Context: an optimization exercise on an open-source flow, tuned for small area, a short achievable clock period and few clock cycles per item. The choices shown serve that exercise and are no tape-out recipe. Only simulation tests tie the RTL to the original design; equivalence was not proved.

$ cat flow/config.mk
export PLATFORM = sky130hd
export DESIGN_NAME = matrix
export DESIGN_NICKNAME = matrix
export VERILOG_FILES = /design/flow/design.v
export SDC_FILE = /design/flow/constraint.sdc
export NUM_CORES = 4
export LEC_CHECK = 0
export ABC_AREA = 1
export CAP_MARGIN = 20
export CORE_MARGIN = 2
export CORE_UTILIZATION = 40
export SETUP_SLACK_MARGIN = 1.5
export SLEW_MARGIN = 20
$ cat flow/flow/abc_map.script
strash
dc2
dch -f
map -B 0.9
mfs2
strash
dch -f
map -B 0.9
topo
stime -c
buffer -c
upsize -c
dnsize -c
$ cat flow/constraint.sdc
create_clock -name core_clock -period 5.0 [get_ports {clk}]
set_input_delay 1.0000 -clock core_clock [delete_from_list [all_inputs] [get_ports {clk}]]
set_output_delay 1.0000 -clock core_clock [all_outputs]
set_load 0.01 [all_outputs]
$ cat flow/flow/run.sh
#!/bin/bash
# The standard layout, with three changes:
# - each port is buffered by a sky130_fd_sc_hd__buf_1 instead of the default
#   port buffer cell;
# - synthesis leaves adders to ABC instead of mapping them to the library's
#   full/half-adder cells first (ADDER_MAP_FILE empty);
# - ABC maps with flow/abc_map.script (two rounds of dch and map, with mfs2 between) instead of the
#   standard area script.
# Everything else is the standard flow's synthesis (synth_recipe.tcl), so the registers
# are the standard synthesis's.
set -euo pipefail
W=$PWD
cat > "$W/own_synth.tcl" <<EOT
proc abc {args} {
  set i [lsearch -exact \$args -script]
  if {\$i >= 0} { lset args [expr {\$i + 1}] {$W/flow/abc_map.script} }
  yosys abc {*}\$args
}
source {$W/synth_recipe.tcl}
EOT
export BUFFER_PORTS_ARGS="-buffer_cell sky130_fd_sc_hd__buf_1"
bash standard.sh ADDER_MAP_FILE= SYNTH_SCRIPT="$W/own_synth.tcl" finish > standard_flow.log 2>&1
$ cat flow/design.v
module fmul(
    input  [7:0] b,
    input  [7:0] c,
    output [7:0] p,
    output       pz
    );
    wire [3:0] u = b[3:0];
    wire [3:0] v = c[3:0];
    wire s0 = (u[1] & v[3]) ^ (u[2] & v[2]);
    wire c0 = (u[1] & v[3]) & (u[2] & v[2]);
    wire s1 = (u[2] & v[3]) ^ (u[3] & v[2]);
    wire c1 = (u[2] & v[3]) & (u[3] & v[2]);
    wire s2 = (u[0] & v[3]) ^ (u[1] & v[2]);
    wire c2 = (u[0] & v[3]) & (u[1] & v[2]);
    wire s3 = (u[3] & v[1]) ^ u[0] ^ v[0];
    wire c3 = ((u[3] & v[1]) & u[0]) | ((u[3] & v[1]) & v[0]) | ((u[0] & v[0]));
    wire s4 = u[1] ^ v[1] ^ c0;
    wire c4 = ((u[1] & v[1])) | (u[1] & c0) | (v[1] & c0);
    wire s5 = (u[3] & v[3]) ^ u[2] ^ v[2];
    wire c5 = ((u[3] & v[3]) & u[2]) | ((u[3] & v[3]) & v[2]) | ((u[2] & v[2]));
    wire s6 = (u[0] & v[2]) ^ (u[1] & v[1]);
    wire c6 = (u[0] & v[2]) & (u[1] & v[1]);
    wire s7 = (u[2] & v[1]) ^ (u[3] & v[0]) ^ s2;
    wire c7 = ((u[2] & v[1]) & (u[3] & v[0])) | ((u[2] & v[1]) & s2) | ((u[3] & v[0]) & s2);
    wire s8 = s0 ^ c2 ^ s3;
    wire c8 = (s0 & c2) | (s0 & s3) | (c2 & s3);
    wire s9 = s1 ^ c3 ^ s4;
    wire c9 = (s1 & c3) | (s1 & s4) | (c3 & s4);
    wire s10 = c1 ^ c4 ^ s5;
    wire c10 = (c1 & c4) | (c1 & s5) | (c4 & s5);
    wire s11 = u[3] ^ v[3] ^ c5;
    wire c11 = ((u[3] & v[3])) | (u[3] & c5) | (v[3] & c5);
    wire [9:0] r0 = {1'b0, 1'b1, c10, c9, c8, c7, c6, (u[2] & v[0]), (u[0] & v[1]), (u[0] & v[0])};
    wire [9:0] r1 = {1'b0, c11, s11, s10, s9, s8, s7, s6, (u[1] & v[0]), 1'b0};
    wire [9:0] m = r0 + r1;
    wire [2:0] es  = b[6:4] + c[6:4];
    wire [2:0] pe0 = es + 3'd5;
    wire [2:0] pe1 = es + 3'd6;
    assign p = {b[7] ^ c[7], m[9] ? pe1 : pe0, m[9] ? m[8:5] : m[7:4]};
    assign pz = (b == 8'd0) || (c == 8'd0) || (p == 8'd0);
endmodule
module calc_frac_bits(
    input  [7:0] r,
    input  [7:0] p,
    input        pz,
    output [7:0] y
    );
    wire rz = (r == 8'd0);
    wire gt = (r[6:4] > p[6:4]) || ((r[6:4] == p[6:4]) && (r[3:0] > p[3:0]));
    wire r_big = pz || (!rz && gt);
    wire kill  = pz || rz;
    wire [2:0] eb = r_big ? r[6:4] : p[6:4];
    wire [3:0] fb = r_big ? r[3:0] : p[3:0];
    wire [3:0] fs = r_big ? p[3:0] : r[3:0];
    wire [3:0] de = {1'b0, r[6:4]} - {1'b0, p[6:4]};
    wire [2:0] d  = de[3] ? 3'd0 - de[2:0] : de[2:0];
    wire       sb = r_big ? r[7] : p[7];
    wire       sub = r[7] ^ p[7];
    wire [12:0] ya  = {!pz, p[3:0] & {4{!pz}}, 8'd0} >> d;
    wire [12:0] yb  = {!rz, r[3:0], 8'd0} >> d;
    wire [12:0] ysh = r_big ? ya : yb;
    wire [6:0]  yv  = {1'b0, ysh[12:7]};
    wire        stk = |ysh[6:0];
    wire [6:0]  xv  = {1'b0, 1'b1, fb, 1'b0};
    wire [6:0]  t   = xv + (yv ^ {7{sub}}) + {6'd0, sub & !stk};
    reg [2:0] ne;
    reg [3:0] nf;
    always @(*) begin
        if (t[6])      begin ne = eb + 3'd1; nf = t[5:2]; end
        else if (t[5]) begin ne = eb;        nf = t[4:1]; end
        else if (t[4]) begin ne = eb - 3'd1; nf = t[3:0]; end
        else if (t[3]) begin ne = eb - 3'd2; nf = {t[2:0], 1'b0}; end
        else           begin ne = eb - 3'd3; nf = {t[1:0], 2'b00}; end
    end
    assign y = {sb, ne, nf};
endmodule
module mac(
    input            Clk,
    input            Reset,
    input            go,
    input      [7:0] B,
    input      [7:0] C,
    output reg [7:0] Aout
    );
    wire [7:0] p;
    wire       pz;
    reg  [7:0] P;
    reg        Pz;
    wire [7:0] nxt;
    fmul u_mul(.b(B), .c(C), .p(p), .pz(pz));
    calc_frac_bits u_step(.r(Aout), .p(P), .pz(Pz), .y(nxt));
    always @(posedge Clk) begin
        P  <= p;
        Pz <= pz || !go;
        if (Reset) Aout <= 8'd0;
        else       Aout <= nxt;
    end
endmodule
module matrix(
    input clk,
    input [7:0] A00,
    input [7:0] A01,
    input [7:0] A02,
    input [7:0] A10,
    input [7:0] A11,
    input [7:0] A12,
    input [7:0] A20,
    input [7:0] A21,
    input [7:0] A22,
    input [7:0] B00,
    input [7:0] B01,
    input [7:0] B02,
    input [7:0] B10,
    input [7:0] B11,
    input [7:0] B12,
    input [7:0] B20,
    input [7:0] B21,
    input [7:0] B22,
    output[7:0] Out00,
    output[7:0] Out01,
    output[7:0] Out02,
    output[7:0] Out10,
    output[7:0] Out11,
    output[7:0] Out12,
    output[7:0] Out20,
    output[7:0] Out21,
    output[7:0] Out22,
    input Reset,
    input Load,
    output Done
    );
    reg [1:0] ph;
    assign Done = (ph == 2'd0);
    wire go = !Reset && (Done ? Load : (ph != 2'd3));
    reg [1:0] ph_n;
    always @(*) begin
        if (Reset)     ph_n = 2'd0;
        else if (Done) ph_n = Load ? 2'd1 : 2'd0;
        else           ph_n = ph + 2'd1;
    end
    reg s0, s1, s2;
    always @(posedge clk) begin
        ph <= ph_n;
        s0 <= (ph_n == 2'd0) || (ph_n == 2'd3);
        s1 <= (ph_n == 2'd1);
        s2 <= (ph_n == 2'd2);
    end
    wire [7:0] a0 = ({8{s0}} & A00) | ({8{s1}} & A01) | ({8{s2}} & A02);
    wire [7:0] a1 = ({8{s0}} & A10) | ({8{s1}} & A11) | ({8{s2}} & A12);
    wire [7:0] a2 = ({8{s0}} & A20) | ({8{s1}} & A21) | ({8{s2}} & A22);
    wire [7:0] b0 = ({8{s0}} & B00) | ({8{s1}} & B10) | ({8{s2}} & B20);
    wire [7:0] b1 = ({8{s0}} & B01) | ({8{s1}} & B11) | ({8{s2}} & B21);
    wire [7:0] b2 = ({8{s0}} & B02) | ({8{s1}} & B12) | ({8{s2}} & B22);
    mac mac_00(.Clk(clk), .Reset(Reset), .go(go), .B(a0), .C(b0), .Aout(Out00));
    mac mac_01(.Clk(clk), .Reset(Reset), .go(go), .B(a0), .C(b1), .Aout(Out01));
    mac mac_02(.Clk(clk), .Reset(Reset), .go(go), .B(a0), .C(b2), .Aout(Out02));
    mac mac_10(.Clk(clk), .Reset(Reset), .go(go), .B(a1), .C(b0), .Aout(Out10));
    mac mac_11(.Clk(clk), .Reset(Reset), .go(go), .B(a1), .C(b1), .Aout(Out11));
    mac mac_12(.Clk(clk), .Reset(Reset), .go(go), .B(a1), .C(b2), .Aout(Out12));
    mac mac_20(.Clk(clk), .Reset(Reset), .go(go), .B(a2), .C(b0), .Aout(Out20));
    mac mac_21(.Clk(clk), .Reset(Reset), .go(go), .B(a2), .C(b1), .Aout(Out21));
    mac mac_22(.Clk(clk), .Reset(Reset), .go(go), .B(a2), .C(b2), .Aout(Out22));
endmodule
$ cat flow/standard.sh
#!/bin/bash
# synth_recipe.tcl (not shown) runs the flow's synth.tcl, then flattens the netlist and writes it again
# the make line also repeats each setting of config.mk as NAME=value (left out here)
make -C /OpenROAD-flow-scripts/flow DESIGN_CONFIG=/design/flow/config.mk WORK_HOME=/design/flow/orfs CLKGATE_MAP_FILE= SYNTH_SCRIPT=/design/flow/synth_recipe.tcl "${@:-finish}"
==> impl_table.tex, run 1 <==
\begin{tabular}{lr}
\hline
Metric & Value \\
\hline
\multicolumn{2}{l}{\textbf{Outcome}} \\
Outcome & no timing/DRC/antenna violations \\
\multicolumn{2}{l}{\textbf{Synth}} \\
Syn Nets & about 4100 \\
Fraction of the yosys area taken by sequential cells & 15.1\% \\
Adder-cell share of the synthesized area & less than 1\% \\
Primary FF master, synth & dfxtp\_1 \\
Synth Area in XOR/XNOR & under 10\% \\
Unique masters post-synth & 56 \\
Share of cell area taken by muxes after synthesis & 0\% \\
YS warnings & 3 \\
Avg Inst Size Synth & around 5.3 um\^{}2 \\
Largest family of logic cells by synthesized area & simple AND/OR/NAND/NOR gates \\
Number of synthesized flops with an enable pin & 0 \\
Gate Count Post-Synth & between 3000 and 4000 \\
Mapped Area & roughly 0.021 mm\^{}2 \\
Share of synthesized registers carrying an async set or reset & 0\% \\
Simple-gate area share of the yosys netlist & around 54\% \\
Yosys reg bits & roughly 160 \\
Complex-gate fraction of the synthesized area & 11.2\% \\
\multicolumn{2}{l}{\textbf{Job}} \\
Maximum Capacitance Violations & 0 \\
\multicolumn{2}{l}{\textbf{STA}} \\
Hold slack final & approximately 470 ps \\
Hold Vio Cnt, Final & 0 \\
Slew at the pin closest to its max-slew limit & around 730 ps \\
Worst-case clock skew & around 14 ps \\
Number of pins with negative max-slew slack in the final report & 0 \\
Setup total negative slack & 0 ps \\
Final setup violation count & 0 \\
Worst slew margin relative to its limit & about 50\% \\
Post-route clock period utilization & between 60\% and 70\% \\
Shortest clock period the worst path allows after layout & about 3400 ps \\
Final setup margin & around 1600 ps \\
RSZ-0062 raised after global routing & true \\
Achievable frequency & just under 300 MHz \\
\multicolumn{2}{l}{\textbf{Placed design}} \\
Port Buffer Count & $\sim$220 \\
Cells after DPL & roughly 4800 \\
Setup Slack @ Placement & $\sim$850 ps \\
HPWL after detailed placement & between 50 and 60 mm \\
Placer congestion estimate & approximately 0.96 \\
\multicolumn{2}{l}{\textbf{Critical path}} \\
Data arrival time of the worst path & 3780 ps \\
Number of buffers and inverters on the critical path & 4 \\
Critical setup path kind & flip-flop to flip-flop \\
Instance count on the critical path & 29 \\
Most used cell, CP & nand2\_2 \\
Cell with the largest stage delay on the worst path & dfxtp\_4 \\
Number of cell instances on the worst register-to-register path & 29 \\
Category of the worst setup path launch point & flip-flop \\
Family with the most delay on the worst path & simple AND/OR/NAND/NOR gates \\
Endpoint required time on the critical path & 5400 ps \\
Maximum cell stage delay along the critical path & 380 ps \\
CP Max Fanout & 8 \\
Kind of capture point of the worst setup path & flip-flop \\
\multicolumn{2}{l}{\textbf{Die}} \\
Width of the die & 233 um \\
Number of placed I/O pins & 220 \\
Starting density of the core & between 40\% and 50\% \\
Die height & approximately 230 um \\
Rows & 83 \\
Die Footprint & roughly 0.054 mm\^{}2 \\
Core area & between 0.05 and 0.06 mm\^{}2 \\
\multicolumn{2}{l}{\textbf{Global routing}} \\
Gr usage total & around a quarter \\
Overflow left after global routing & 0 \\
Pin count of the biggest net entering global routing & 28 \\
Via count of the first global-routing pass & approximately 21000 \\
Initial antenna violation count & 3 \\
Global-route wire length before repair & $\sim$100 mm \\
\multicolumn{2}{l}{\textbf{Routing}} \\
Remaining DRCs & 0 \\
DRC marker count from the first detailed-route iteration & around 2300 \\
Number of nets still failing antenna checks after routing & 0 \\
Number of vias after detailed routing & about 26000 \\
Detailed-route wire length per cell & 15.0 um \\
Per-cell via count in the routed design & about 5.2 \\
First-pass iteration count of the detailed router & 7 \\
Final wirelength & 75.8 mm \\
\multicolumn{2}{l}{\textbf{CTS}} \\
Clock sink count & around 160 \\
H-tree levels & 4 \\
Post-CTS Hold Fix Bufs & 0 \\
CTS tree & built \\
Maximum number of buffers from clock root to sink & 2 \\
Root buffer cell & clkbuf\_16 \\
Reg clk slew, reported paths & around 70 ps \\
Clock buffer count from CTS & 17 \\
Clk Latency, worst-skew pair & around 510 ps \\
\multicolumn{2}{l}{\textbf{Layout}} \\
Number of cells in the finished layout apart from fillers & 5047 \\
Fill cell count & between 5000 and 6000 \\
Fraction of final layout cells with drive strength greater than 1 & about a fifth \\
Area Overhead vs Synth & 29.0\% \\
Final Core Density & between 50 and 60\% \\
Layout net count & 4500 \\
\multicolumn{2}{l}{\textbf{Worst hold path}} \\
Class of the most critical hold timing path & flip-flop to flip-flop \\
Instance count along the most critical hold path & 1 \\
\hline
\end{tabular}
==> layout make-up <==
class | instances | area [um^2] | area share (%)
Sequential cell | 158 | 3260 | 12.0
Antenna cell | 1 | 2.50 | 0.00924
Inverter | 501 | 1930 | 7.11
Multi-Input combinational cell | 3247 | 17800 | 65.7
Tap cell | 680 | 851 | 3.14
Clock buffer | 18 | 429 | 1.58
Timing Repair Buffer | 428 | 2650 | 9.80
Clock inverter | 14 | 160 | 0.591
==> final timing paths <==
| path | from | slack, ps | end |
|---|---|---|---|
| worst max register to register | mac_11.Aout[5] | 1620 | mac_11.Aout[1] |
| worst min register to register | ph[0] | 470 | ph[0] |
| worst max-delay path | mac_11.Aout[5] | 1620 | mac_11.Aout[1] |
| worst min-delay path | ph[0] | 470 | ph[0] |
==> per-stage QoR <==
| step | area [um^2] |
|---|---|
| after floorplan | 21000 |
| after global placement | 22400 |
| after detailed placement | 22400 |
| after CTS | 23100 |
| after global routing | 27100 |
| final | 27100 |
==> cells in the final DEF, fill, tap and decap left out, types with 7 or more instances in the layout <==
cell type,count
a21o_1,7
a21oi_1,132
a21oi_2,13
buf_1,215
buf_12,14
buf_4,181
clkbuf_16,19
clkinvlp_4,9
dfxtp_1,104
dfxtp_2,43
dfxtp_4,11
inv_1,425
inv_2,57
inv_4,7
nand2_1,1352
nand2_2,196
nand2_4,67
nand3_1,461
nand3_2,67
nand3_4,36
nand4_1,61
nor2_1,227
nor2_2,20
nor2_4,16
nor3_1,23
nor4_1,20
o211ai_1,9
o21ai_0,160
o21ai_1,46
o21ai_2,20
o21bai_1,10
or2_1,13
or2_2,23
xnor2_1,39
xnor2_2,15
xor2_1,123
xor2_2,16
xor2_4,8
==> cell usage after synthesis (3+ instances only) <==
master	count	area share, %
nand3_1	514	12
nand2_1	1540	28
or2_1	14	0.42
o21a_1	5	0.18
o22ai_1	5	0.15
buf_1	4	0.071
nor2_2	9	0.27
dfxtp_1	158	15
nor3_1	24	0.57
clkinv_1	6	0.11
a21oi_1	144	3.4
o21bai_1	12	0.43
nand4_1	61	1.8
xnor2_2	4	0.31
a21o_1	7	0.25
clkbuf_1	8	0.14
buf_6	7	0.38
nand3_2	35	1.7
xor2_1	138	5.8
nand3b_1	3	0.11
a21oi_2	6	0.25
o21ai_2	9	0.38
nor2_4	7	0.38
inv_2	36	0.64
o21ai_1	28	0.67
nor4_1	20	0.60
buf_4	14	0.50
nand2_2	65	1.9
xor2_2	7	0.54
or2_2	23	0.69
buf_2	31	0.74
a31oi_1	3	0.089
nand2_4	8	0.43
nor2_1	247	4.4
inv_1	459	8.2
a211oi_1	6	0.21
o211ai_1	9	0.32
and2_1	7	0.21
o21ai_0	190	4.5
xnor2_1	54	2.3
==> per-layer routing <==
metal,global-route usage [%],vias to the layer above,routed length [um]
met1,32.3,11700,33600
met3,4.70,141,7100
met4,7.90,4,1890
li1,-,13400,-
met2,38.0,982,33200
met5,0,-,27
==> logic make-up (layout without fill, tap and decap cells) <==
kind of cell	after synthesis	in the layout
buffers and inverters	565	961
xor gates and xnor gates	204	205
other	0	1
and+or+nand+nor	2588	2610
adders and majority gates	2	2
DFF	158	158
AOI/OAI and AO/OA	430	430
==> timing repair <==
action                                  CTS  global route
endpoints found under the hold margin     0             0
endpoints found under the setup margin   71           109
pin swaps                                 0           138
cloned                                    0            25
resized for setup                        35           596
buffers inserted                          2           197
Testbench counts, summed over its fixed seeds: cycles 512, items 128.
==> run 2, diff against run 1 <==
==> flow/flow/run.sh (replaced) <==
#!/bin/bash
# The standard layout, with four changes:
# - each port is buffered by a sky130_fd_sc_hd__buf_1 instead of the default
#   port buffer cell;
# - synthesis leaves adders to ABC instead of mapping them to the library's
#   full/half-adder cells first (ADDER_MAP_FILE empty);
# - ABC maps with flow/abc_map.script (two rounds of dch and map, with mfs2 between) instead of the
#   standard area script.
# - timing repair aims at a setup slack of 1.5 ns up to clock tree synthesis
#   and of 0.8 ns after it (SETUP_SLACK_MARGIN), so that the repair after
#   global routing does not upsize much.
# Everything else is the standard flow's synthesis (synth_recipe.tcl), so the registers
# are the standard synthesis's.
set -euo pipefail
W=$PWD
cat > "$W/own_synth.tcl" <<EOT
proc abc {args} {
  set i [lsearch -exact \$args -script]
  if {\$i >= 0} { lset args [expr {\$i + 1}] {$W/flow/abc_map.script} }
  yosys abc {*}\$args
}
source {$W/synth_recipe.tcl}
EOT
export BUFFER_PORTS_ARGS="-buffer_cell sky130_fd_sc_hd__buf_1"
bash standard.sh ADDER_MAP_FILE= SYNTH_SCRIPT="$W/own_synth.tcl" SETUP_SLACK_MARGIN=1.5 cts > standard_flow_cts.log 2>&1
bash standard.sh ADDER_MAP_FILE= SYNTH_SCRIPT="$W/own_synth.tcl" SETUP_SLACK_MARGIN=0.8 finish > standard_flow_finish.log 2>&1
--- a/flow/config.mk
+++ b/flow/config.mk
@@ -9,5 +9,4 @@
 export CAP_MARGIN = 20
 export CORE_MARGIN = 2
 export CORE_UTILIZATION = 40
-export SETUP_SLACK_MARGIN = 1.5
 export SLEW_MARGIN = 20
==> impl_table.tex, run 2 <==
\begin{tabular}{lr}
\hline
Metric & Value \\
\hline
\multicolumn{2}{l}{\textbf{Worst hold path}} \\
Class of the most critical hold timing path & flip-flop to flip-flop \\
\multicolumn{2}{l}{\textbf{Critical path}} \\
Critical Path Sink & mac\_11.Pz \\
Critical setup path kind & input port to flip-flop \\
Number of cell instances on the worst register-to-register path & 20 \\
Data arrival time of the worst path & between 4000 and 5000 ps \\
CP Max Fanout & 13 \\
Cell with the largest stage delay on the worst path & nand2\_1 \\
Maximum cell stage delay along the critical path & approximately 360 ps \\
End of the worst register-to-register path & mac\_21.Pz \\
Setup slack, reg-to-reg & roughly 1500 ps \\
Most used cell, CP & nand2\_1 \\
Crit. Startpoint & B01[2] \\
Kind of capture point of the worst setup path & flip-flop \\
Endpoint required time on the critical path & approximately 5400 ps \\
Launching point of the worst reg2reg path & s0 \\
Category of the worst setup path launch point & input port \\
\multicolumn{2}{l}{\textbf{Synth}} \\
Top post-synthesis cells by area & nand2\_1, dfxtp\_1, nand3\_1, inv\_1, xor2\_1 \\
Avg Inst Size Synth & around 5.3 um\^{}2 \\
YS warnings & 3 \\
Count leader, synth & nand2\_1 \\
Fraction of the yosys area taken by sequential cells & roughly 15\% \\
Cell type with the largest total area after synthesis & nand2\_1 \\
Gate Count Post-Synth & roughly 3900 \\
Syn Nets & between 4000 and 5000 \\
Unique masters post-synth & between 50 and 60 \\
Share of synthesized registers carrying an async set or reset & 0\% \\
Primary FF master, synth & dfxtp\_1 \\
Mapped Area & around 0.021 mm\^{}2 \\
Yosys reg bits & 158 \\
Number of synthesized flops with an enable pin & 0 \\
Most frequent cells after synthesis & nand2\_1, nand3\_1, inv\_1 \\
Portion of synthesized cell area occupied by the leading cell type & about 28\% \\
\multicolumn{2}{l}{\textbf{Die}} \\
Rows & 83 \\
Starting density of the core & 40.7\% \\
Die height & approximately 230 um \\
Number of placed I/O pins & 220 \\
Die Footprint & 0.0543 mm\^{}2 \\
Width of the die & 233 um \\
Core area & about 0.052 mm\^{}2 \\
\multicolumn{2}{l}{\textbf{Routing}} \\
First-pass iteration count of the detailed router & 5 \\
Detailed-route wire length per cell & between 10 and 15 um \\
Final wirelength & roughly 65 mm \\
Remaining DRCs & 0 \\
Number of nets still failing antenna checks after routing & 0 \\
DRC marker count from the first detailed-route iteration & 2036 \\
Per-cell via count in the routed design & about 5.1 \\
Number of vias after detailed routing & approximately 24000 \\
\multicolumn{2}{l}{\textbf{STA}} \\
RSZ-0062 raised after global routing & false \\
Shortest clock period the worst path allows after layout & approximately 3600 ps \\
Hold slack final & about 470 ps \\
Hold Vio Cnt, Final & 0 \\
Setup total negative slack & 0 ps \\
Achievable frequency & 280 MHz \\
Final setup margin & around 1400 ps \\
Worst-case clock skew & 12.9 ps \\
Slew at the pin closest to its max-slew limit & $\sim$710 ps \\
Final setup violation count & 0 \\
Worst slew margin relative to its limit & a little over half \\
Number of pins with negative max-slew slack in the final report & 0 \\
Post-route clock period utilization & between 70\% and 80\% \\
\multicolumn{2}{l}{\textbf{Global routing}} \\
Overflow left after global routing & 0 \\
Via count of the first global-routing pass & $\sim$21000 \\
Global-route wire length before repair & approximately 100 mm \\
Initial antenna violation count & 3 \\
Pin count of the biggest net entering global routing & 28 \\
Gr usage total & a little under a quarter \\
\multicolumn{2}{l}{\textbf{CTS}} \\
Clk Latency, worst-skew pair & 500 ps \\
Reg clk slew, reported paths & $\sim$70 ps \\
Root buffer cell & clkbuf\_16 \\
Post-CTS Hold Fix Bufs & 0 \\
H-tree levels & 4 \\
CTS tree & built \\
Maximum number of buffers from clock root to sink & 2 \\
Clock buffer count from CTS & 17 \\
Clock sink count & $\sim$160 \\
\multicolumn{2}{l}{\textbf{Layout}} \\
Final Core Density & around 45\% \\
Area Overhead vs Synth & 9.94\% \\
Most used cells in the layout excluding fill and tap cells & nand2\_1, nand3\_1, inv\_1, nor2\_1, buf\_1 \\
Layout net count & approximately 4300 \\
Final non-filler cell area & about 0.023 mm\^{}2 \\
Fraction of final layout cells with drive strength greater than 1 & a little under 7\% \\
Fill cell count & 5702 \\
Most frequent standard cell in the layout excluding fill and tap cells & nand2\_1 \\
\multicolumn{2}{l}{\textbf{Placed design}} \\
Port Buffer Count & approximately 220 \\
Placer congestion estimate & a little under 1 \\
Placement-stage cell area & about 0.022 mm\^{}2 \\
HPWL after detailed placement & between 50 and 60 mm \\
Setup Slack @ Placement & around 850 ps \\
\multicolumn{2}{l}{\textbf{Job}} \\
Maximum Capacitance Violations & 0 \\
\multicolumn{2}{l}{\textbf{Outcome}} \\
Outcome & no timing/DRC/antenna violations \\
\hline
\end{tabular}
run 2: cell counts after synthesis:
No cell type changed its count.
run 2: worst min-delay path by stage:
stage,endpoint,from,depth (start not counted)
after floorplan,ph[0],ph[0],1
final,ph[0],ph[0],1
after global placement,ph[0],ph[0],1
after detailed placement,ph[0],ph[0],1
after CTS,ph[0],ph[0],1
after global routing,ph[0],ph[0],1
run 2: metal layers:
metal  part of all wire (%)  GRT usage, %  routed length (um)  up-vias
met5                  0.041             0                  27        -
met4                    2.3          7.90                1500        4
met3                    7.5          4.70                4880       90
met2                     43          38.0               28000      682
met1                     47          32.3               30800    10600
li1                       -             -                   -    13000
run 2: final cells by class:
type / count / area (um^2) / area share, %
timing repair buffer: 229 / 918 / 3.98
clock inverter: 14 / 160 / 0.694
multi-input combinational: 3224 / 15700 / 67.9
clock buffer: 18 / 429 / 1.86
antenna: 1 / 2.50 / 0.0108
inverter: 501 / 1880 / 8.15
tap: 680 / 851 / 3.69
sequential: 158 / 3170 / 13.7
run 2: critical path, delay by kind of cell:
kind | cells | cell delay (ps)
AO/OA/AOI/OAI | 1 | 90
XOR/XNOR | 2 | 330
buffers and inverters | 3 | 290
AND/OR/NAND/NOR | 19 | 2300
run 2: metrics by stage:
| step | std cells |
|---|---|
| 6_report | 4825 |
| 4_1_cts | 4824 |
| 3_5_place_dp | 4790 |
| 3_3_place_gp | 4790 |
| 2_1_floorplan | 3947 |
| 5_1_grt | 4824 |
run 2: kinds of logic after synthesis:
kind of cell             count (synthesis)  synth area share (%)
flip-flops                             158                  15.1
AND/OR/NAND/NOR                       2588                  53.8
buffers and inverters                  565                  10.8
adder cells (fa/ha/maj)                  2                 0.107
XOR/XNOR                               204                  8.99
AO/OA/AOI/OAI                          430                  11.2
run 2: repair_timing:
item | CTS | global route
endpoints found under the hold margin | 0 | 0
buffers inserted | 2 | 0
setup endpoints to repair | 71 | 0
gates resized for setup | 35 | 0
==> run 3, diff against run 2 <==
--- a/flow/config.mk
+++ b/flow/config.mk
@@ -9,4 +9,5 @@
 export CAP_MARGIN = 20
 export CORE_MARGIN = 2
 export CORE_UTILIZATION = 40
+export CTS_BUF_LIST = sky130_fd_sc_hd__clkbuf_4 sky130_fd_sc_hd__clkbuf_8
 export SLEW_MARGIN = 20
==> impl_table.tex, run 3 <==
\begin{tabular}{lr}
\hline
Metric & Value \\
\hline
\multicolumn{2}{l}{\textbf{Outcome}} \\
Outcome & no timing/DRC/antenna violations \\
\multicolumn{2}{l}{\textbf{Placed design}} \\
Port Buffer Count & $\sim$220 \\
Placer congestion estimate & 0.964 \\
HPWL after detailed placement & 51.6 mm \\
Placement-stage cell area & 0.0224 mm\^{}2 \\
Cells after DPL & between 4000 and 5000 \\
\multicolumn{2}{l}{\textbf{STA}} \\
Shortest clock period the worst path allows after layout & 3540 ps \\
Number of pins with negative max-slew slack in the final report & 0 \\
Final setup violation count & 0 \\
RSZ-0062 raised after global routing & false \\
Worst slew margin relative to its limit & between 50\% and 60\% \\
Achievable frequency & about 280 MHz \\
Hold Vio Cnt, Final & 0 \\
Slew at the pin closest to its max-slew limit & $\sim$700 ps \\
Hold slack final & around 480 ps \\
Setup total negative slack & 0 ps \\
Post-route clock period utilization & between 70 and 80\% \\
Worst-case clock skew & between 15 and 20 ps \\
\multicolumn{2}{l}{\textbf{Synth}} \\
Gate Count Post-Synth & around 4000 \\
YS warnings & 3 \\
Count leader, synth & nand2\_1 \\
Avg Inst Size Synth & about 5.3 um\^{}2 \\
Cell type with the largest total area after synthesis & nand2\_1 \\
Yosys reg bits & around 160 \\
Primary FF master, synth & dfxtp\_1 \\
Portion of synthesized cell area occupied by the leading cell type & between 20\% and 30\% \\
Number of synthesized flops with an enable pin & 0 \\
Top post-synthesis cells by area & nand2\_1, dfxtp\_1, nand3\_1, inv\_1, xor2\_1 \\
Syn Nets & between 4000 and 5000 \\
Most frequent cells after synthesis & nand2\_1, nand3\_1, inv\_1 \\
Share of synthesized registers carrying an async set or reset & 0\% \\
Mapped Area & about 0.021 mm\^{}2 \\
Unique masters post-synth & 56 \\
Fraction of the yosys area taken by sequential cells & between 15 and 20\% \\
\multicolumn{2}{l}{\textbf{Die}} \\
Die Footprint & 0.0543 mm\^{}2 \\
Rows & 83 \\
Core area & between 0.05 and 0.06 mm\^{}2 \\
Die height & around 230 um \\
Starting density of the core & 40.7\% \\
Number of placed I/O pins & 220 \\
Width of the die & between 200 and 250 um \\
\multicolumn{2}{l}{\textbf{Critical path}} \\
Category of the worst setup path launch point & flip-flop \\
Endpoint required time on the critical path & about 5500 ps \\
Cell with the largest stage delay on the worst path & dfxtp\_1 \\
Most used cell, CP & nand2\_1 \\
Maximum cell stage delay along the critical path & about 360 ps \\
Critical setup path kind & flip-flop to flip-flop \\
Number of buffers and inverters on the critical path & 2 \\
CP Max Fanout & 11 \\
Family with the most delay on the worst path & simple AND/OR/NAND/NOR gates \\
Data arrival time of the worst path & about 4000 ps \\
Kind of capture point of the worst setup path & flip-flop \\
\multicolumn{2}{l}{\textbf{Routing}} \\
Number of vias after detailed routing & approximately 24000 \\
Remaining DRCs & 0 \\
Per-cell via count in the routed design & approximately 5.1 \\
DRC marker count from the first detailed-route iteration & between 1500 and 2000 \\
Number of nets still failing antenna checks after routing & 0 \\
Detailed-route wire length per cell & $\sim$13 um \\
Final wirelength & 65.1 mm \\
First-pass iteration count of the detailed router & 6 \\
\multicolumn{2}{l}{\textbf{Layout}} \\
Layout net count & approximately 4300 \\
Number of cells in the finished layout apart from fillers & a little under 5000 \\
Fill cell count & $\sim$5700 \\
Most frequent standard cell in the layout excluding fill and tap cells & nand2\_1 \\
Final non-filler cell area & between 0.02 and 0.025 mm\^{}2 \\
Most used cells in the layout excluding fill and tap cells & nand2\_1, nand3\_1, inv\_1, nor2\_1, buf\_1 \\
Fraction of final layout cells with drive strength greater than 1 & 6.73\% \\
Area Overhead vs Synth & 9.18\% \\
\multicolumn{2}{l}{\textbf{CTS}} \\
Clk Latency, worst-skew pair & between 500 and 600 ps \\
Maximum number of buffers from clock root to sink & 2 \\
CTS tree & built \\
Clock buffer count from CTS & 17 \\
Root buffer cell & clkbuf\_8 \\
H-tree levels & 4 \\
Reg clk slew, reported paths & 90 ps \\
Post-CTS Hold Fix Bufs & 0 \\
Clock sink count & $\sim$160 \\
\multicolumn{2}{l}{\textbf{Job}} \\
Maximum Capacitance Violations & 0 \\
\multicolumn{2}{l}{\textbf{Worst hold path}} \\
Class of the most critical hold timing path & flip-flop to flip-flop \\
\multicolumn{2}{l}{\textbf{Global routing}} \\
Pin count of the biggest net entering global routing & 28 \\
Via count of the first global-routing pass & roughly 21000 \\
Global-route wire length before repair & 104 mm \\
Overflow left after global routing & 0 \\
Initial antenna violation count & 3 \\
Gr usage total & 23.9\% \\
\hline
\end{tabular}
run 3: changes by cell type in the layout (fill, tap and decap cells not counted), moves of 4 or more:
cell	previous run	this run
clkbuf_16	17	0
clkbuf_8	0	17
nand3_2	30	26
nand3_4	7	11
run 3: path summary, 6_finish.rpt:
check                 start             end  slack [ps]  cells after the start
max          mac_01.Aout[4]  mac_01.Aout[5]        1460                     30
min                   ph[0]           ph[0]         480                      1
max reg2reg  mac_01.Aout[4]  mac_01.Aout[5]        1460                     30
min reg2reg           ph[0]           ph[0]         480                      1
run 3: metrics by stage:
stage | worst slack [ps] | utilization (%)
2_1_floorplan | 1650 | -
3_3_place_gp | 891 | 43.3
3_5_place_dp | 845 | 43.3
4_1_cts | 1500 | 44.4
5_1_grt | 855 | 44.4
6_report | 1460 | 44.4
run 3: what timing repair did:
action	CTS	global route
setup endpoints to repair	73	0
resized for setup	38	0
setup buffers	2	0
run 3: routing by layer:
layer,wire length [um],vias to the layer above,track usage (%)
li1,-,13000,-
met4,1430,4,7.27
met2,28200,631,38.0
met3,4530,82,5.02
met5,27,-,0
met1,31000,10700,32.2
run 3: area by class of cell:
cell class                      instances  area, um^2  share of cell area [%]
Multi-Input combinational cell       3224       15700                    68.5
Sequential cell                       158        3170                    13.8
Inverter                              501        1880                    8.21
Timing Repair Buffer                  229         918                    4.01
Tap cell                              680         851                    3.71
Clock buffer                           18         241                    1.05
Clock inverter                         14         160                   0.699
Antenna cell                            1        2.50                  0.0109
run 3: cells by family after synthesis:
logic type / count (synthesis) / share of synthesized area, %
compound gates: 430 / 11.2
simple gates: 2588 / 53.8
xor+xnor: 204 / 8.99
buf+inv: 565 / 10.8
fa+ha+maj: 2 / 0.107
flops: 158 / 15.1
==> run 4, diff against run 3 <==
--- a/flow/config.mk
+++ b/flow/config.mk
@@ -8,6 +8,7 @@
 export ABC_AREA = 1
 export CAP_MARGIN = 20
 export CORE_MARGIN = 2
-export CORE_UTILIZATION = 40
+export CORE_UTILIZATION = 55
 export CTS_BUF_LIST = sky130_fd_sc_hd__clkbuf_4 sky130_fd_sc_hd__clkbuf_8
+export PLACE_DENSITY = 0.65
 export SLEW_MARGIN = 20
==> impl_table.tex, run 4 <==
\begin{tabular}{lr}
\hline
Metric & Value \\
\hline
\multicolumn{2}{l}{\textbf{Layout}} \\
Layout net count & about 4300 \\
Antenna diode count & 0 \\
Most frequent standard cell in the layout excluding fill and tap cells & nand2\_1 \\
Fraction of final layout cells with drive strength greater than 1 & $\sim$6.7\% \\
Area taken by flip-flops and latches & around 0.0032 mm\^{}2 \\
Multi-input gate area in the final layout & 0.0157 mm\^{}2 \\
Most used cells in the layout excluding fill and tap cells & nand2\_1, nand3\_1, inv\_1, nor2\_1, buf\_1 \\
Number of cells in the finished layout apart from fillers & about 4700 \\
Area Overhead vs Synth & 8.28\% \\
Fill cell count & 4039 \\
\multicolumn{2}{l}{\textbf{Die}} \\
Rows & 71 \\
Number of placed I/O pins & between 200 and 250 \\
Width of the die & between 150 and 200 um \\
Die height & 199 um \\
Die Footprint & approximately 0.040 mm\^{}2 \\
Starting density of the core & between 50 and 60\% \\
Core area & 0.0377 mm\^{}2 \\
\multicolumn{2}{l}{\textbf{Global routing}} \\
Overflow left after global routing & 0 \\
Global-route wire length before repair & roughly 100 mm \\
Initial antenna violation count & 0 \\
Via count of the first global-routing pass & between 20000 and 25000 \\
Gr usage total & a little under a third \\
Pin count of the biggest net entering global routing & 48 \\
\multicolumn{2}{l}{\textbf{Placed design}} \\
HPWL after detailed placement & 49.9 mm \\
Placer congestion estimate & 0.965 \\
Port Buffer Count & 219 \\
Cells after DPL & 4622 \\
\multicolumn{2}{l}{\textbf{CTS}} \\
H-tree levels & 4 \\
Clk Latency, worst-skew pair & $\sim$550 ps \\
Clock buffer count from CTS & 17 \\
Reg clk slew, reported paths & $\sim$90 ps \\
Maximum number of buffers from clock root to sink & 2 \\
Clock sink count & approximately 160 \\
CTS tree & built \\
Root buffer cell & clkbuf\_8 \\
Post-CTS Hold Fix Bufs & 0 \\
\multicolumn{2}{l}{\textbf{STA}} \\
Final setup violation count & 0 \\
Slew at the pin closest to its max-slew limit & between 700 and 800 ps \\
Setup total negative slack & 0 ps \\
Worst-case clock skew & roughly 17 ps \\
RSZ-0062 raised after global routing & false \\
Hold Vio Cnt, Final & 0 \\
Shortest clock period the worst path allows after layout & around 3500 ps \\
Achievable frequency & 284 MHz \\
Post-route clock period utilization & between 70 and 80\% \\
Number of pins with negative max-slew slack in the final report & 0 \\
Worst slew margin relative to its limit & a little over half \\
\multicolumn{2}{l}{\textbf{Critical path}} \\
Most used cell, CP & nand2\_1 \\
Endpoint required time on the critical path & between 5000 and 6000 ps \\
Cell with the largest stage delay on the worst path & dfxtp\_1 \\
Data arrival time of the worst path & roughly 4000 ps \\
Setup slack, reg-to-reg & about 1500 ps \\
CP Max Fanout & 15 \\
Kind of capture point of the worst setup path & flip-flop \\
Critical setup path kind & flip-flop to flip-flop \\
Category of the worst setup path launch point & flip-flop \\
Maximum cell stage delay along the critical path & 350 ps \\
Worst-path cell chain & inv\_1, nand2\_1, nand2\_2, nand3\_1, nor2\_1, nand2\_1, nand2\_4, nand2\_1, o21ai\_1, nand3\_1, nand2\_1, nand3\_2, nand2\_1, nand2\_2, nand2\_2, nand2\_4, nand2\_4, nand2\_4, nand2\_2, inv\_1, nor2\_1, nand2\_1, a21oi\_1, nor2\_1 \\
\multicolumn{2}{l}{\textbf{Worst hold path}} \\
Class of the most critical hold timing path & flip-flop to flip-flop \\
\multicolumn{2}{l}{\textbf{Synth}} \\
Cell type with the largest total area after synthesis & nand2\_1 \\
Mapped Area & roughly 0.021 mm\^{}2 \\
Primary FF master, synth & dfxtp\_1 \\
Most frequent cells after synthesis & nand2\_1, nand3\_1, inv\_1 \\
Count leader, synth & nand2\_1 \\
Yosys reg bits & around 160 \\
Portion of synthesized cell area occupied by the leading cell type & 27.5\% \\
Gate Count Post-Synth & approximately 3900 \\
Top post-synthesis cells by area & nand2\_1, dfxtp\_1, nand3\_1, inv\_1, xor2\_1 \\
Fraction of the yosys area taken by sequential cells & between 10\% and 20\% \\
Unique masters post-synth & 56 \\
Share of synthesized registers carrying an async set or reset & 0\% \\
Number of synthesized flops with an enable pin & 0 \\
Avg Inst Size Synth & about 5.3 um\^{}2 \\
YS warnings & 3 \\
Syn Nets & a little over 4000 \\
\multicolumn{2}{l}{\textbf{Routing}} \\
DRC marker count from the first detailed-route iteration & around 1500 \\
Per-cell via count in the routed design & between 5 and 6 \\
Number of vias after detailed routing & 24500 \\
Remaining DRCs & 0 \\
Final wirelength & between 60 and 70 mm \\
First-pass iteration count of the detailed router & 8 \\
Number of nets still failing antenna checks after routing & 0 \\
Detailed-route wire length per cell & approximately 14 um \\
\multicolumn{2}{l}{\textbf{Outcome}} \\
Outcome & no timing/DRC/antenna violations \\
\multicolumn{2}{l}{\textbf{Job}} \\
Maximum Capacitance Violations & 0 \\
\hline
\end{tabular}
-- run 4: worst max-delay path, delay by kind of cell, from the launching register on --
kind                   cells  cell delay, ps
buffers and inverters      2             250
flip-flops                 1             350
AO/OA/AOI/OAI              2             470
AND/OR/NAND/NOR           20            2350
-- run 4: area by class of cell --
type | count | share of cell area [%]
Multi-Input combinational cell | 3224 | 68.9
Sequential cell | 158 | 14.0
Inverter | 501 | 8.28
Timing Repair Buffer | 231 | 4.23
Tap cell | 511 | 2.81
Clock buffer | 22 | 1.28
Clock inverter | 8 | 0.578
-- run 4: what timing repair did --
action / in CTS / in global routing
endpoints found under the setup margin: 78 / 0
buffers inserted: 3 / 0
endpoints found under the hold margin: 0 / 0
gates resized for setup: 31 / 0
-- run 4: routing by layer --
metal | share of wire, % | global-route usage, %
met5 | 0 | 0
met4 | 1.9 | 8.37
met2 | 44 | 52.2
met1 | 47 | 43.1
met3 | 7.5 | 4.64
-- run 4: final timing paths --
| check | start | end | cells past startpoint |
|---|---|---|---|
| max | mac_01.Aout[4] | mac_01.Aout[5] | 24 |
| min | ph[1] | s2 | 1 |
| max reg2reg | mac_01.Aout[4] | mac_01.Aout[5] | 24 |
| min reg2reg | ph[1] | s2 | 1 |
-- run 4: cell families after synthesis --
logic type      count (synthesis)  share of synthesized area (%)
simple gates                 2588                           53.8
flops                         158                           15.1
xor+xnor                      204                           8.99
buf+inv                       565                           10.8
compound gates                430                           11.2
fa+ha+maj                       2                          0.107
-- run 4: metrics by stage --
step	setup WS [ps]	util [%]	hold slack (ps)	cell area, um^2
after global placement	973	58.8	447	22200
after detailed placement	886	58.8	450	22200
after global routing	923	60.4	492	22700
final	1470	60.4	466	22700
after floorplan	1650	-	426	21000
after CTS	1510	60.4	462	22700
==> run 5, diff against run 4 <==
==> flow/config.mk (replaced) <==
export PLATFORM = sky130hd
export DESIGN_NAME = matrix
export DESIGN_NICKNAME = matrix
export VERILOG_FILES = /design/flow/design.v
export SDC_FILE = /design/flow/constraint.sdc
export NUM_CORES = 4
export LEC_CHECK = 0
export ABC_AREA = 1
export CAP_MARGIN = 0
export CORE_MARGIN = 2
export CORE_UTILIZATION = 40
export SLEW_MARGIN = 0
==> impl_table.tex, run 5 <==
\begin{tabular}{lr}
\hline
Metric & Value \\
\hline
\multicolumn{2}{l}{\textbf{CTS}} \\
H-tree levels & 4 \\
Clock sink count & between 150 and 200 \\
Clk Latency, worst-skew pair & 500 ps \\
CTS tree & built \\
Root buffer cell & clkbuf\_16 \\
Reg clk slew, reported paths & 70 ps \\
Maximum number of buffers from clock root to sink & 2 \\
Clock buffer count from CTS & 17 \\
\multicolumn{2}{l}{\textbf{Synth}} \\
Number of synthesized flops with an enable pin & 0 \\
Fraction of the yosys area taken by sequential cells & about 15\% \\
Unique masters post-synth & 56 \\
Most frequent cells after synthesis & nand2\_1, nand3\_1, inv\_1 \\
Gate Count Post-Synth & between 3000 and 4000 \\
Count leader, synth & nand2\_1 \\
Syn Nets & just over 4000 \\
Share of synthesized registers carrying an async set or reset & 0\% \\
Portion of synthesized cell area occupied by the leading cell type & 27.5\% \\
Cell type with the largest total area after synthesis & nand2\_1 \\
Top post-synthesis cells by area & nand2\_1, dfxtp\_1, nand3\_1, inv\_1, xor2\_1 \\
Avg Inst Size Synth & approximately 5.3 um\^{}2 \\
Yosys reg bits & 158 \\
Primary FF master, synth & dfxtp\_1 \\
YS warnings & 3 \\
Mapped Area & approximately 0.021 mm\^{}2 \\
\multicolumn{2}{l}{\textbf{Layout}} \\
Fraction of final layout cells with drive strength greater than 1 & $\sim$6.7\% \\
Layout net count & roughly 4300 \\
Final Core Density & 44.7\% \\
Most frequent standard cell in the layout excluding fill and tap cells & nand2\_1 \\
Most used cells in the layout excluding fill and tap cells & nand2\_1, nand3\_1, inv\_1, nor2\_1, buf\_1 \\
Area Overhead vs Synth & 9.94\% \\
Final non-filler cell area & 0.0231 mm\^{}2 \\
Fill cell count & $\sim$5700 \\
\multicolumn{2}{l}{\textbf{Critical path}} \\
CP Max Fanout & 13 \\
Setup slack, reg-to-reg & 1470 ps \\
Cell with the largest stage delay on the worst path & nand2\_1 \\
Maximum cell stage delay along the critical path & 360 ps \\
Family with the most delay on the worst path & simple AND/OR/NAND/NOR gates \\
Endpoint required time on the critical path & 5440 ps \\
Category of the worst setup path launch point & input port \\
Number of buffers and inverters on the critical path & 3 \\
Kind of capture point of the worst setup path & flip-flop \\
Critical setup path kind & input port to flip-flop \\
Data arrival time of the worst path & between 4000 and 5000 ps \\
Most used cell, CP & nand2\_1 \\
\multicolumn{2}{l}{\textbf{Placed design}} \\
Placer congestion estimate & 0.964 \\
Port Buffer Count & 219 \\
HPWL after detailed placement & slightly above 50 mm \\
Placement-stage cell area & 0.0224 mm\^{}2 \\
\multicolumn{2}{l}{\textbf{STA}} \\
Slew at the pin closest to its max-slew limit & 715 ps \\
Hold Vio Cnt, Final & 0 \\
Achievable frequency & roughly 280 MHz \\
Number of pins with negative max-slew slack in the final report & 0 \\
RSZ-0062 raised after global routing & false \\
Worst-case clock skew & around 13 ps \\
Worst slew margin relative to its limit & 52.2\% \\
Shortest clock period the worst path allows after layout & roughly 3600 ps \\
Post-route clock period utilization & 71.5\% \\
Setup total negative slack & 0 ps \\
Final setup violation count & 0 \\
\multicolumn{2}{l}{\textbf{Global routing}} \\
Global-route wire length before repair & between 100 and 150 mm \\
Initial antenna violation count & 3 \\
Gr usage total & between 20\% and 30\% \\
Overflow left after global routing & 0 \\
Pin count of the biggest net entering global routing & 28 \\
Via count of the first global-routing pass & 21300 \\
\multicolumn{2}{l}{\textbf{Die}} \\
Die height & around 230 um \\
Width of the die & approximately 230 um \\
Rows & 83 \\
Starting density of the core & between 40 and 50\% \\
Core area & 0.0516 mm\^{}2 \\
Number of placed I/O pins & between 200 and 250 \\
Die Footprint & $\sim$0.054 mm\^{}2 \\
\multicolumn{2}{l}{\textbf{Routing}} \\
Number of nets still failing antenna checks after routing & 0 \\
DRC marker count from the first detailed-route iteration & just over 2000 \\
First-pass iteration count of the detailed router & 5 \\
Number of vias after detailed routing & around 24000 \\
Per-cell via count in the routed design & 5.05 \\
Final wirelength & around 65 mm \\
Detailed-route wire length per cell & between 10 and 15 um \\
Remaining DRCs & 0 \\
\multicolumn{2}{l}{\textbf{Outcome}} \\
Outcome & no timing/DRC/antenna violations \\
\multicolumn{2}{l}{\textbf{Worst hold path}} \\
Class of the most critical hold timing path & flip-flop to flip-flop \\
\multicolumn{2}{l}{\textbf{Job}} \\
Maximum Capacitance Violations & 0 \\
\hline
\end{tabular}
-- run 5: final cells by class --
type | instances | area, um^2 | share of cell area (%)
multi-input cells | 3224 | 15700 | 67.9
flip-flops and latches | 158 | 3170 | 13.7
inverters | 501 | 1880 | 8.15
repair buffers | 229 | 918 | 3.98
well taps | 680 | 851 | 3.69
clock buffers | 18 | 429 | 1.86
clock inverters | 14 | 160 | 0.694
diodes | 1 | 2.50 | 0.0108
-- run 5: worst register-to-register path, stage by stage, from the launching register on --
cell and delay (ps):
dfxtp_4 450, buf_6 230, nand2_1 90, nand3_2 320
nand2_1 180, o21ai_1 240, xnor2_1 170, nand2_1 80
a21oi_1 280, o21ai_1 180, nand3_1 100, nand2_1 80
nand2_1 80, nand2_1 60, nand2_2 80, nand3_2 140
or2_1 300, nand2_1 80, xor2_1 190, nand3_1 100
nand2_1 60
-- run 5: path summary, 6_finish.rpt --
path,startpoint,end,cells past startpoint
max,B01[2],mac_11.Pz,25
min,ph[0],ph[0],1
max reg2reg,s0,mac_21.Pz,20
min reg2reg,ph[0],ph[0],1
-- run 5: cells by family (layout without fill, tap and decap cells) --
family	count (synthesis)	count (layout)	synth area share, %
other cells	0	1	0
xor+xnor	204	204	8.99
flops	158	158	15.1
buf+inv	565	762	10.8
compound gates	430	430	11.2
simple gates	2588	2588	53.8
fa+ha+maj	2	2	0.107
-- run 5: metal layers --
metal / vias to the layer above / wire [um] / GRT usage, %
li1: 13000 / - / -
met5: - / 27 / 0
met3: 90 / 4880 / 4.70
met1: 10600 / 30800 / 32.3
met4: 4 / 1500 / 7.90
met2: 682 / 28000 / 38.0
-- run 5: metrics by stage --
step                worst slack, ps  hold WS (ps)  cells
floorplan                      1650           426   3947
global placement                891           442   4790
detailed placement              845           456   4790
CTS                            1490           472   4824
global route                    866           485   4824
finish                         1420           474   4825
-- run 5: timing repair --
| action | CTS | global route |
|---|---|---|
| hold endpoints to repair | 0 | 0 |
| hold buffers | 0 | 0 |
| gates resized for setup | 35 | 0 |
| setup endpoints to repair | 71 | 0 |
| setup buffers | 2 | 0 |
==> run 6, diff against run 5 <==
==> flow/flow/run.sh (replaced) <==
#!/bin/bash
# The standard layout, with four changes:
# - each port is buffered by a sky130_fd_sc_hd__buf_1 instead of the default
#   port buffer cell;
# - synthesis leaves adders to ABC instead of mapping them to the library's
#   full/half-adder cells first (ADDER_MAP_FILE empty);
# - ABC maps with flow/abc_map.script (two rounds of dch and map, with mfs2 between) instead of the
#   standard area script.
# - timing repair aims at a setup slack of 2.0 ns up to clock tree synthesis
#   and of 1.0 ns after it (SETUP_SLACK_MARGIN), so that the repair after
#   global routing does not upsize much.
# Everything else is the standard flow's synthesis (synth_recipe.tcl), so the registers
# are the standard synthesis's.
set -euo pipefail
W=$PWD
cat > "$W/own_synth.tcl" <<EOT
proc abc {args} {
  set i [lsearch -exact \$args -script]
  if {\$i >= 0} { lset args [expr {\$i + 1}] {$W/flow/abc_map.script} }
  yosys abc {*}\$args
}
source {$W/synth_recipe.tcl}
EOT
export BUFFER_PORTS_ARGS="-buffer_cell sky130_fd_sc_hd__buf_1"
bash standard.sh ADDER_MAP_FILE= SYNTH_SCRIPT="$W/own_synth.tcl" SETUP_SLACK_MARGIN=2.0 cts > standard_flow_cts.log 2>&1
bash standard.sh ADDER_MAP_FILE= SYNTH_SCRIPT="$W/own_synth.tcl" SETUP_SLACK_MARGIN=1.0 finish > standard_flow_finish.log 2>&1
--- a/flow/config.mk
+++ b/flow/config.mk
@@ -6,7 +6,7 @@
 export NUM_CORES = 4
 export LEC_CHECK = 0
 export ABC_AREA = 1
-export CAP_MARGIN = 0
+export CAP_MARGIN = 20
 export CORE_MARGIN = 2
 export CORE_UTILIZATION = 40
-export SLEW_MARGIN = 0
+export SLEW_MARGIN = 20
==> impl_table.tex, run 6 <==
\begin{tabular}{lr}
\hline
Metric & Value \\
\hline
\multicolumn{2}{l}{\textbf{Routing}} \\
Final wirelength & $\sim$80 mm \\
Number of nets still failing antenna checks after routing & 0 \\
Remaining DRCs & 0 \\
Detailed-route wire length per cell & between 15 and 20 um \\
Per-cell via count in the routed design & roughly 5.3 \\
DRC marker count from the first detailed-route iteration & 2454 \\
First-pass iteration count of the detailed router & 6 \\
Number of vias after detailed routing & approximately 27000 \\
\multicolumn{2}{l}{\textbf{STA}} \\
Hold slack final & 465 ps \\
Post-route clock period utilization & 65.5\% \\
Final setup violation count & 0 \\
Worst-case clock skew & 13.3 ps \\
Slew at the pin closest to its max-slew limit & between 800 and 900 ps \\
Number of pins with negative max-slew slack in the final report & 0 \\
Shortest clock period the worst path allows after layout & around 3300 ps \\
Hold Vio Cnt, Final & 0 \\
Setup total negative slack & 0 ps \\
Worst slew margin relative to its limit & a little over two fifths \\
Achievable frequency & around 310 MHz \\
RSZ-0062 raised after global routing & false \\
Final setup margin & 1720 ps \\
\multicolumn{2}{l}{\textbf{CTS}} \\
Clk Latency, worst-skew pair & 510 ps \\
H-tree levels & 4 \\
Reg clk slew, reported paths & about 70 ps \\
Clock buffer count from CTS & 17 \\
Maximum number of buffers from clock root to sink & 2 \\
CTS tree & built \\
Clock sink count & 158 \\
Root buffer cell & clkbuf\_16 \\
Post-CTS Hold Fix Bufs & 0 \\
\multicolumn{2}{l}{\textbf{Die}} \\
Number of placed I/O pins & 220 \\
Core area & roughly 0.052 mm\^{}2 \\
Width of the die & 233 um \\
Starting density of the core & between 40 and 50\% \\
Die Footprint & approximately 0.054 mm\^{}2 \\
Rows & 83 \\
Die height & between 200 and 250 um \\
\multicolumn{2}{l}{\textbf{Critical path}} \\
Number of cell instances on the worst register-to-register path & 25 \\
Most used cell, CP & nand2\_2 \\
Maximum cell stage delay along the critical path & about 360 ps \\
Category of the worst setup path launch point & flip-flop \\
Kind of capture point of the worst setup path & flip-flop \\
CP Max Fanout & 7 \\
Data arrival time of the worst path & $\sim$3700 ps \\
Critical setup path kind & flip-flop to flip-flop \\
Endpoint required time on the critical path & 5440 ps \\
Cell with the largest stage delay on the worst path & dfxtp\_2 \\
\multicolumn{2}{l}{\textbf{Synth}} \\
Largest family of logic cells by synthesized area & simple AND/OR/NAND/NOR gates \\
Gate Count Post-Synth & 3947 \\
Primary FF master, synth & dfxtp\_1 \\
Portion of synthesized cell area occupied by the leading cell type & between 20\% and 30\% \\
Fraction of the yosys area taken by sequential cells & between 15 and 20\% \\
Complex-gate fraction of the synthesized area & between 10 and 15\% \\
Most frequent cells after synthesis & nand2\_1, nand3\_1, inv\_1 \\
Unique masters post-synth & 56 \\
Number of synthesized flops with an enable pin & 0 \\
Mapped Area & between 0.02 and 0.025 mm\^{}2 \\
Syn Nets & approximately 4100 \\
Adder-cell share of the synthesized area & 0.107\% \\
Yosys reg bits & between 150 and 200 \\
Share of cell area taken by muxes after synthesis & 0\% \\
Share of synthesized registers carrying an async set or reset & 0\% \\
Simple-gate area share of the yosys netlist & a little over half \\
Count leader, synth & nand2\_1 \\
Avg Inst Size Synth & 5.32 um\^{}2 \\
Synth Area in XOR/XNOR & around 9\% \\
YS warnings & 3 \\
Cell type with the largest total area after synthesis & nand2\_1 \\
Top post-synthesis cells by area & nand2\_1, dfxtp\_1, nand3\_1, inv\_1, xor2\_1 \\
\multicolumn{2}{l}{\textbf{Layout}} \\
Most used cells in the layout excluding fill and tap cells & nand2\_1, inv\_1, nand3\_1, buf\_4, nand2\_2 \\
Layout net count & between 4000 and 5000 \\
Fraction of final layout cells with drive strength greater than 1 & between 20 and 30\% \\
Antenna diode count & 0 \\
Area Overhead vs Synth & 40.8\% \\
Number of cells in the finished layout apart from fillers & 5179 \\
Most frequent standard cell in the layout excluding fill and tap cells & nand2\_1 \\
\multicolumn{2}{l}{\textbf{Global routing}} \\
Pin count of the biggest net entering global routing & 48 \\
Overflow left after global routing & 0 \\
Via count of the first global-routing pass & around 25000 \\
Global-route wire length before repair & roughly 130 mm \\
Initial antenna violation count & 1 \\
Gr usage total & a little under 30\% \\
\multicolumn{2}{l}{\textbf{Worst hold path}} \\
Class of the most critical hold timing path & flip-flop to flip-flop \\
Instance count along the most critical hold path & 1 \\
\multicolumn{2}{l}{\textbf{Placed design}} \\
Cells after DPL & 4790 \\
Placer congestion estimate & 0.925 \\
Setup Slack @ Placement & 857 ps \\
Port Buffer Count & roughly 220 \\
HPWL after detailed placement & 52.3 mm \\
\multicolumn{2}{l}{\textbf{Outcome}} \\
Outcome & no timing/DRC/antenna violations \\
\multicolumn{2}{l}{\textbf{Job}} \\
Maximum Capacitance Violations & 0 \\
\hline
\end{tabular}
-- run 6: cell counts after synthesis --
Identical to the previous run, type by type.
-- run 6: final timing paths --
kind                from        endpoint  slack, ps
max          mac_11.P[5]  mac_11.Aout[2]       1720
min                ph[1]              s2        470
max reg2reg  mac_11.P[5]  mac_11.Aout[2]       1720
min reg2reg        ph[1]              s2        470
-- run 6: per-layer routing --
layer  part of all wire [%]  track usage (%)
met1                     44             37.2
met2                     45             47.1
met3                    8.4             6.73
met4                    2.7             9.41
met5                  0.017                0
-- run 6: layout make-up --
| type | instances | area (um^2) |
|---|---|---|
| tap | 680 | 851 |
| clock buffer | 20 | 467 |
| fill | 5044 | 22000 |
| multi-input combinational | 3245 | 19000 |
| clock inverter | 12 | 183 |
| sequential | 158 | 3310 |
| timing repair buffer | 563 | 3850 |
| inverter | 501 | 1950 |
-- run 6: what timing repair did --
| action | CTS | global route |
|---|---|---|
| resized for setup | 938 | 0 |
| setup endpoints to repair | 135 | 0 |
| hold endpoints to repair | 0 | 0 |
| setup buffers | 336 | 0 |
-- run 6: cells by family (layout without fill, tap and decap cells) --
kind of cell / Yosys count / in the layout
AND/OR/NAND/NOR: 2588 / 2607
AO/OA/AOI/OAI: 430 / 430
buffers and inverters: 565 / 1096
flip-flops: 158 / 158
adder cells (fa/ha/maj): 2 / 2
XOR/XNOR: 204 / 206
-- run 6: worst max-delay path, delay by kind of cell, from the launching register on --
kind / cells / cell delay (ps)
buf+inv: 4 / 420
xor+xnor: 2 / 400
simple gates: 19 / 2030
flops: 1 / 360
-- run 6: metrics by stage --
step                util, %  instance area, um^2
floorplan                 -                21400
global placement       44.0                22700
detailed placement     44.0                22700
CTS                    57.3                29600
global route           57.3                29600
finish                 57.3                29600

## afterwards: timing with drivers on the ports
The results above use ideal ports. As a check the final layouts listed here were re-extracted and re-timed, cells and wires unchanged. Step 1 (the two cells are an assumption about what drives the block):
set clk [get_ports {clk}]
set_driving_cell -lib_cell sky130_fd_sc_hd__clkbuf_16 $clk
set_driving_cell -lib_cell sky130_fd_sc_hd__buf_2 [delete_from_list [all_inputs] $clk]
Step 2 adds t to the input delays and takes it off the output delays; t is the mean of the earliest and latest rising clock arrival at the registers after step 1. Input paths then give back, and output paths get back, about the clock's delay inside the block. Three values: ideal, step 1, step 2; two values: the first two.
run | t (ns) | slack for setup (ns) | worst register clock-pin slew, ns
run 1 | 0.568 | 1.624 / 1.624 / 1.123 | 0.08 / 0.08
run 2 | 0.555 | 1.423 / 1.464 / 0.909 | 0.08 / 0.08
run 3 | 0.624 | 1.461 / 1.461 / 0.897 | 0.10 / 0.10
run 4 | 0.598 | 1.473 / 1.473 / 0.947 | 0.09 / 0.09
run 5 | 0.555 | 1.423 / 1.464 / 0.909 | 0.08 / 0.08
run 6 | 0.568 | 1.724 / 1.724 / 1.202 | 0.07 / 0.07
After both steps every run listed still meets setup and hold. For run 3, which loses most, drivers alone change the setup slack by 0.000 ns; drivers and shift together by -0.564 ns.
